This is an optimization exercise on Yosys and OpenROAD, whose aim is small area and a short achievable clock period, not a production implementation.
At most, simulation tests tie the RTL to the original design; equivalence was not proved.
The clock input has no modelled driver; a real chip could not lean on it and would need a root buffer or a full tree.
Power and IR drop assume default switching activity.

Setup of lane 1:
## fifo_32
module fifo_32(
	clock,
	reset,
	write,
	datain,
	read,
	dataout,
	full,
	empty
	);
Size: roughly 940 cells after synthesis, roughly 22 I/O pins.
Settings: LEC_CHECK=0, CAP_MARGIN=20, CORE_MARGIN=2, CORE_UTILIZATION=60, SETUP_SLACK_MARGIN=2.1, SLEW_MARGIN=20, SYNTH_HIERARCHICAL=1; clock period 3.5 ns.
standard.sh (not shown) runs the stock make flow with config.mk's settings and CLKGATE_MAP_FILE= SYNTH_SCRIPT=/design/flow/synth_recipe.tcl, a recipe that flattens the netlist after the stock synthesis.
==> flow/flow/run.sh <==
#!/bin/bash
# Standard layout (the standard.sh) with these changes:
#  - flow/fp_pre.tcl sets the synthesised combinational cells to drive
#    strength 1 before floorplanning (the resizer upsizes what timing needs);
#  - port buffers are buf_2 (the default choice is a slow delay cell);
#  - the clock tree is built without dummy loads, from larger sink clusters;
#  - flow/cts_pre.tcl then removes the middle level of the clock tree, so the
#    root buffer drives the leaf buffers directly (every register still sees
#    two buffers from the clock port, balanced), and splits the root into one
#    root buffer per quadrant, each driven by the clock port.
set -uo pipefail
HERE=$(pwd)
bash standard.sh "BUFFER_PORTS_ARGS=-buffer_cell sky130_fd_sc_hd__buf_2" \
  "PRE_FLOORPLAN_TCL=$HERE/flow/fp_pre.tcl" \
  "PRE_CTS_TCL=$HERE/flow/cts_pre.tcl" \
  "CTS_ARGS=-sink_clustering_enable -repair_clock_nets -dont_use_dummy_load -sink_clustering_size 25 -sink_clustering_max_diameter 100 -buf_list sky130_fd_sc_hd__clkbuf_16" \
  finish > make_finish.log 2>&1
Other scripts of this flow, unchanged in this note and not shown: flow/flow/cts_pre.tcl, flow/flow/fp_pre.tcl
> inputs changed (lane 1 -> lane 2)
# lane 1
export LEC_CHECK = 0
export CAP_MARGIN = 20
export CORE_MARGIN = 2
export CORE_UTILIZATION = 60
export SETUP_SLACK_MARGIN = 2.1
export SLEW_MARGIN = 20
export SYNTH_HIERARCHICAL = 1
create_clock -name core_clock -period 3.5 [get_ports {clock}]
# lane 2
export LEC_CHECK = 0
export CAP_MARGIN = 20
export CORE_MARGIN = 2
export CORE_UTILIZATION = 60
export SETUP_SLACK_MARGIN = 2.06
export SLEW_MARGIN = 20
export SYNTH_HIERARCHICAL = 1
create_clock -name core_clock -period 3.5 [get_ports {clock}]
diff --git a/flow/flow/run.sh b/flow/flow/run.sh
--- a/flow/flow/run.sh
+++ b/flow/flow/run.sh
@@ -16 +16 @@
-  "CTS_ARGS=-sink_clustering_enable -repair_clock_nets -dont_use_dummy_load -sink_clustering_size 25 -sink_clustering_max_diameter 100 -buf_list sky130_fd_sc_hd__clkbuf_16" \
+  "CTS_ARGS=-sink_clustering_enable -repair_clock_nets -dont_use_dummy_load -sink_clustering_size 30 -sink_clustering_max_diameter 100 -buf_list sky130_fd_sc_hd__clkbuf_16" \
==> run notes <==
Peak-usage layer in the global routing report: met1 -> lane 2, met2 -> lane 1
When the final numbers for lane 2 and lane 1 were put side by side, the largest clock skew in the final design turned out to be greater in lane 2.
When the final numbers for lane 2 and lane 1 were put side by side, the proportion of cell area occupied by registers turned out to be greater in lane 2.
Lane 1 → lane 2: tightest hold margin essentially unchanged, setup slack decreased 0.016 ns, wire length decreased 1.8%, fraction of area in multi-input gates increased 0.35 points.
Diff lane 1 -> lane 2 | multi-input gate area in the final layout | decrease of 26 um2
Compared with lane 1, lane 2 shows a lower antenna diode count.
As far as stage delay of the slowest cell on the critical path is concerned, lane 1 and lane 2 perform about the same.
In lane 2, the overall global routing resource usage came out 0.83 points below the value in lane 1.
Against lane 1, wire length of the first global-routing pass in lane 2 fell by a few percent.
Edits applied to the flow inputs when going from lane 2 to lane 3:
diff --git a/flow/flow/run.sh b/flow/flow/run.sh
--- a/flow/flow/run.sh
+++ b/flow/flow/run.sh
@@ -16 +16 @@
-  "CTS_ARGS=-sink_clustering_enable -repair_clock_nets -dont_use_dummy_load -sink_clustering_size 30 -sink_clustering_max_diameter 100 -buf_list sky130_fd_sc_hd__clkbuf_16" \
+  "CTS_ARGS=-sink_clustering_enable -repair_clock_nets -dont_use_dummy_load -sink_clustering_size 25 -sink_clustering_max_diameter 100 -buf_list sky130_fd_sc_hd__clkbuf_16" \
### Flow results
Lane 3 vs lane 2, classification of the worst setup path: flip-flop to flip-flop vs flip-flop to output port. Compared with lane 2, in lane 3 proportion of layout cells with a drive suffix above 1 down 0.36 points, detailed-route wire length on metal 1 flat, worst path setup slack after routing up 0.018 ns. Against lane 2, the final cell area of lane 3 is higher. Comparing lane 2 with lane 3, the combinational group share of total power came out essentially unchanged. Lane 2 consumes less power than lane 3. Compared with lane 2, lane 3 shows a higher final layout net count. When lane 3 is measured against lane 2, its global-route wire length before repair turns out 1.2% higher. Compared with lane 2, in lane 3 delay of the slowest cell on the worst path now larger; final period demand of the worst path now smaller; clock group power now larger.

---

fifo_32, a different RTL version from the one above (not shown whole).
Size in the first run: ~800 cells after synthesis, ~22 I/O pins, about 12000 sq um of cells after synthesis.
Settings: LEC_CHECK=0, CAP_MARGIN=20, CORE_MARGIN=2, CORE_UTILIZATION=40, SETUP_SLACK_MARGIN=1.9, SLEW_MARGIN=20, SYNTH_HIERARCHICAL=1; clock period 3.5 ns.
==> flow/flow/run.sh <==
#!/bin/bash
# Standard layout with: port buffers of buf_2 (the default picks a delay cell),
# and the clock tree built without dummy loads, from larger sink clusters.
set -uo pipefail
bash standard.sh "BUFFER_PORTS_ARGS=-buffer_cell sky130_fd_sc_hd__buf_2" \
  "CTS_ARGS=-sink_clustering_enable -repair_clock_nets -dont_use_dummy_load -sink_clustering_size 30 -sink_clustering_max_diameter 100 -buf_list sky130_fd_sc_hd__clkbuf_16" \
  finish > make_finish.log 2>&1
The baseline went through all stages and came out clean.
Rerun with:
Settings changed: SYNTH_HIERARCHICAL 1 to unset.
Outcome: Design area went up by 3.0%; count of clock-buffer cells in the layout does not change; register-to-register slack loses 110 ps.
No functional check of the RTL was part of any run of this note.

---

Setup of raven:
The RTL this note starts from:
==> flow/design.v <==
module fifo_32_pre(
	input [4:0] cnt,
	output [4:0] cntInc,
	output [4:0] cntDec,
	output eq2,
	output eq30
	);
	assign cntInc = cnt + 5'd1;
	assign cntDec = cnt - 5'd1;
	assign eq2 = (cnt == 5'd2);
	assign eq30 = (cnt == 5'd30);
endmodule
module fifo_32_ao22(
	input a,
	input b,
	input c,
	input d,
	output y
	);
	assign y = (a & b) | (c & d);
endmodule
module fifo_32_ao221(
	input a,
	input b,
	input c,
	input d,
	input e,
	output y
	);
	assign y = (a & b) | (c & d) | e;
endmodule
module fifo_32_ao222(
	input a,
	input b,
	input c,
	input d,
	input e,
	input f,
	output y
	);
	assign y = (a & b) | (c & d) | (e & f);
endmodule
module fifo_32_aoi21(
	input a,
	input b,
	input c,
	output y
	);
	assign y = ~((a & b) | c);
endmodule
module fifo_32_aoi22(
	input a,
	input b,
	input c,
	input d,
	output y
	);
	assign y = ~((a & b) | (c & d));
endmodule
module fifo_32_and3b(
	input a,
	input b,
	input c,
	output y
	);
	assign y = a & b & ~c;
endmodule
module fifo_32_nand4(
	input a,
	input b,
	input c,
	input d,
	output y
	);
	assign y = ~(a & b & c & d);
endmodule
module fifo_32_nand2(
	input a,
	input b,
	output y
	);
	assign y = ~(a & b);
endmodule
module fifo_32_and2(
	input a,
	input b,
	output y
	);
	assign y = a & b;
endmodule
module fifo_32_and3(
	input a,
	input b,
	input c,
	output y
	);
	assign y = a & b & c;
endmodule
module fifo_32_nor2(
	input a,
	input b,
	output y
	);
	assign y = ~(a | b);
endmodule
module fifo_32(
	clock,
	reset,
	write,
	datain,
	read,
	dataout,
	full,
	empty
	);
	input clock;
	input reset;
	input write, read;
	input [7:0] datain;
	output [7:0] dataout;
	output full, empty;
	reg [255:0] buffer;
	reg [3:0] wLo;
	reg [7:0] wHi;
	reg [31:0] rSel;
	reg [4:0] cnt;
	reg fullR, emptyR, nFull, nEmpty, aeR, afR;
	reg [7:0] dataoutReg;
	assign dataout = dataoutReg;
	assign full = fullR;
	assign empty = emptyR;
	wire writeEn = write & nFull;
	wire readEn = read & nEmpty;
	wire [4:0] cntInc, cntDec;
	wire eq2, eq30;
	fifo_32_pre u_pre(
		.cnt(cnt), .cntInc(cntInc), .cntDec(cntDec),
		.eq2(eq2), .eq30(eq30));
	genvar g, b;
	wire wLo3F = wLo[3] & nFull;
	wire wAdv, wHold, wHiAdv, wHiHold;
	fifo_32_and3b u_wadv(.a(write), .b(nFull), .c(reset), .y(wAdv));
	fifo_32_aoi21 u_whold(.a(write), .b(nFull), .c(reset), .y(wHold));
	fifo_32_and3b u_whadv(.a(write), .b(wLo3F), .c(reset), .y(wHiAdv));
	fifo_32_aoi21 u_whhold(.a(write), .b(wLo3F), .c(reset), .y(wHiHold));
	wire [3:0] wLoNext;
	wire [7:0] wHiNext;
	generate
		for (g = 0; g < 4; g = g + 1) begin : gwlo
			if (g == 0) begin : g0
				fifo_32_ao221 u_s(
					.a(wAdv), .b(wLo[3]), .c(wHold), .d(wLo[0]), .e(reset),
					.y(wLoNext[0]));
			end else begin : gn
				fifo_32_ao22 u_s(
					.a(wAdv), .b(wLo[g - 1]), .c(wHold), .d(wLo[g]),
					.y(wLoNext[g]));
			end
		end
		for (g = 0; g < 8; g = g + 1) begin : gwhi
			if (g == 0) begin : g0
				fifo_32_ao221 u_s(
					.a(wHiAdv), .b(wHi[7]), .c(wHiHold), .d(wHi[0]), .e(reset),
					.y(wHiNext[0]));
			end else begin : gn
				fifo_32_ao22 u_s(
					.a(wHiAdv), .b(wHi[g - 1]), .c(wHiHold), .d(wHi[g]),
					.y(wHiNext[g]));
			end
		end
	endgenerate
	always @(posedge clock) begin
		wLo <= wLoNext;
		wHi <= wHiNext;
	end
	wire [3:0] wSelLo;
	wire [31:0] rowWe, rowWeN;
	wire [255:0] bufferNext;
	generate
		for (g = 0; g < 4; g = g + 1) begin : gwsel
			fifo_32_and3 u_ws(.a(write), .b(nFull), .c(wLo[g]), .y(wSelLo[g]));
		end
		for (g = 0; g < 32; g = g + 1) begin : gwe
			fifo_32_and2 u_we(.a(wSelLo[g % 4]), .b(wHi[g / 4]), .y(rowWe[g]));
			fifo_32_nand2 u_wen(.a(wSelLo[g % 4]), .b(wHi[g / 4]), .y(rowWeN[g]));
			for (b = 0; b < 8; b = b + 1) begin : gbit
				fifo_32_ao22 u_d(
					.a(rowWe[g]), .b(datain[b]),
					.c(rowWeN[g]), .d(buffer[8*g + b]),
					.y(bufferNext[8*g + b]));
			end
		end
	endgenerate
	always @(posedge clock) begin
		buffer <= bufferNext;
	end
	wire [8*16-1:0] pairN;
	wire [8*4-1:0] oct;
	wire [8*2-1:0] halfN;
	wire readOkN = ~(read & nEmpty & ~reset);
	wire [7:0] dataoutNext;
	generate
		for (b = 0; b < 8; b = b + 1) begin : gbitr
			for (g = 0; g < 16; g = g + 1) begin : gpair
				fifo_32_aoi22 u_p(
					.a(buffer[16*g + b]), .b(rSel[2*g]),
					.c(buffer[16*g + 8 + b]), .d(rSel[2*g+1]),
					.y(pairN[8*g + b]));
			end
			for (g = 0; g < 4; g = g + 1) begin : goct
				fifo_32_nand4 u_o(
					.a(pairN[32*g + b]), .b(pairN[32*g + 8 + b]),
					.c(pairN[32*g + 16 + b]), .d(pairN[32*g + 24 + b]),
					.y(oct[8*g + b]));
			end
			for (g = 0; g < 2; g = g + 1) begin : ghalf
				fifo_32_nor2 u_h(
					.a(oct[16*g + b]), .b(oct[16*g + 8 + b]),
					.y(halfN[8*g + b]));
			end
			fifo_32_aoi21 u_d(.a(halfN[b]), .b(halfN[8 + b]), .c(readOkN), .y(dataoutNext[b]));
		end
	endgenerate
	wire rAdv, rHold;
	fifo_32_and3b u_radv(.a(read), .b(nEmpty), .c(reset), .y(rAdv));
	fifo_32_aoi21 u_rhold(.a(read), .b(nEmpty), .c(reset), .y(rHold));
	wire [31:0] rSelNext;
	generate
		for (g = 0; g < 32; g = g + 1) begin : gsel
			if (g == 0) begin : g0
				fifo_32_ao221 u_s(
					.a(rAdv), .b(rSel[31]), .c(rHold), .d(rSel[0]), .e(reset),
					.y(rSelNext[0]));
			end else begin : gn
				fifo_32_ao22 u_s(
					.a(rAdv), .b(rSel[g - 1]), .c(rHold), .d(rSel[g]),
					.y(rSelNext[g]));
			end
		end
	endgenerate
	always @(posedge clock) begin
		rSel <= rSelNext;
		dataoutReg <= dataoutNext;
	end
	wire onlyW = writeEn & ~readEn;
	wire onlyR = readEn & ~writeEn;
	wire sW = onlyW & ~reset;
	wire sR = onlyR & ~reset;
	wire sK = ~onlyW & ~onlyR & ~reset;
	wire [4:0] cntNext;
	wire aeNext, afNext;
	generate
		for (g = 0; g < 5; g = g + 1) begin : gcnt
			fifo_32_ao222 u_c(
				.a(sW), .b(cntInc[g]), .c(sR), .d(cntDec[g]), .e(sK), .f(cnt[g]),
				.y(cntNext[g]));
		end
	endgenerate
	fifo_32_ao222 u_ae(.a(sW), .b(~nEmpty), .c(sR), .d(eq2), .e(sK), .f(aeR), .y(aeNext));
	fifo_32_ao222 u_af(.a(sW), .b(eq30), .c(sR), .d(~nFull), .e(sK), .f(afR), .y(afNext));
	wire emptyNext = reset | (~writeEn & (~nEmpty | (read & aeR)));
	wire fullNext = ~reset & ~readEn & (~nFull | (write & afR));
	always @(posedge clock) begin
		cnt <= cntNext;
		aeR <= aeNext;
		afR <= afNext;
		emptyR <= emptyNext;
		nEmpty <= ~emptyNext;
		fullR <= fullNext;
		nFull <= ~fullNext;
	end
endmodule
export LEC_CHECK = 0
export CAP_MARGIN = 20
export CORE_MARGIN = 2
export CORE_UTILIZATION = 60
export SETUP_SLACK_MARGIN = 2.15
export SLEW_MARGIN = 20
export SYNTH_HIERARCHICAL = 1
create_clock -name core_clock -period 3.5 [get_ports {clock}]
==> flow/flow/run.sh <==
#!/bin/bash
# Standard layout (the standard.sh) with these changes:
#  - flow/fp_pre.tcl sets the synthesised combinational cells to drive
#    strength 1 before floorplanning (the resizer upsizes what timing needs);
#  - port buffers are buf_2 (the default choice is a slow delay cell);
#  - the clock tree is built without dummy loads, from larger sink clusters;
#  - flow/cts_pre.tcl then removes the middle level of the clock tree, so the
#    root buffer drives the leaf buffers directly (every register still sees
#    two buffers from the clock port, balanced), and splits the root into one
#    root buffer per quadrant, each driven by the clock port.
set -uo pipefail
HERE=$(pwd)
bash standard.sh "BUFFER_PORTS_ARGS=-buffer_cell sky130_fd_sc_hd__buf_2" \
  "PRE_FLOORPLAN_TCL=$HERE/flow/fp_pre.tcl" \
  "PRE_CTS_TCL=$HERE/flow/cts_pre.tcl" \
  "CTS_ARGS=-sink_clustering_enable -repair_clock_nets -dont_use_dummy_load -sink_clustering_size 30 -sink_clustering_max_diameter 100 -buf_list sky130_fd_sc_hd__clkbuf_16" \
  finish > make_finish.log 2>&1
Other scripts of this flow, unchanged in this note and not shown: flow/flow/cts_pre.tcl, flow/flow/fp_pre.tcl
The inputs of tundra differ from those of raven as listed below.
# raven
export LEC_CHECK = 0
export CAP_MARGIN = 20
export CORE_MARGIN = 2
export CORE_UTILIZATION = 60
export SETUP_SLACK_MARGIN = 2.15
export SLEW_MARGIN = 20
export SYNTH_HIERARCHICAL = 1
create_clock -name core_clock -period 3.5 [get_ports {clock}]
# tundra
export LEC_CHECK = 0
export CAP_MARGIN = 20
export CORE_MARGIN = 2
export CORE_UTILIZATION = 60
export SETUP_SLACK_MARGIN = 2.1
export SLEW_MARGIN = 20
export SYNTH_HIERARCHICAL = 1
create_clock -name core_clock -period 3.5 [get_ports {clock}]
==> run notes <==
Changes observed in tundra relative to raven: sequential share of layout area ~0 delta; total setup buffers inserted after CTS went down by 3; routed wire length level.
No functional check of the RTL was part of any run of this note.

re-timing with driven ports:
No port has a modelled driver above. Below, the same layouts with a new extraction and two added sets of constraints.
Step 1, drivers: a clkbuf_16 drives clock and a buf_2 each remaining input, both assumed.
Step 2 also shifts input and output timing later by t, the mid clock arrival at the registers, as if the neighbouring blocks saw the same clock.
Slacks: ideal ports / drivers / drivers and shift; pairs: ideal ports / drivers.
run	t (ns)	slack for setup (ns)	clock arrival spread, ns
lane 1	0.414	2.046 / 1.940 / 1.634	0.031 / 0.030
lane 2	0.406	2.030 / 1.929 / 1.643	0.029 / 0.030
lane 3	0.406	2.047 / 1.947 / 1.607	0.032 / 0.032
the first run of note 2	0.538	1.707 / 1.707 / 1.430	0.037 / 0.037
the second run of note 2	0.530	1.593 / 1.593 / 1.112	0.065 / 0.064
raven	0.404	1.980 / 1.926 / 1.628	0.040 / 0.040
tundra	0.402	1.999 / 1.929 / 1.639	0.035 / 0.035
After both steps setup and hold are still met in every run listed. For the second run of note 2, which loses most, drivers alone change the setup slack by 0.000 ns; drivers and shift together by -0.481 ns.
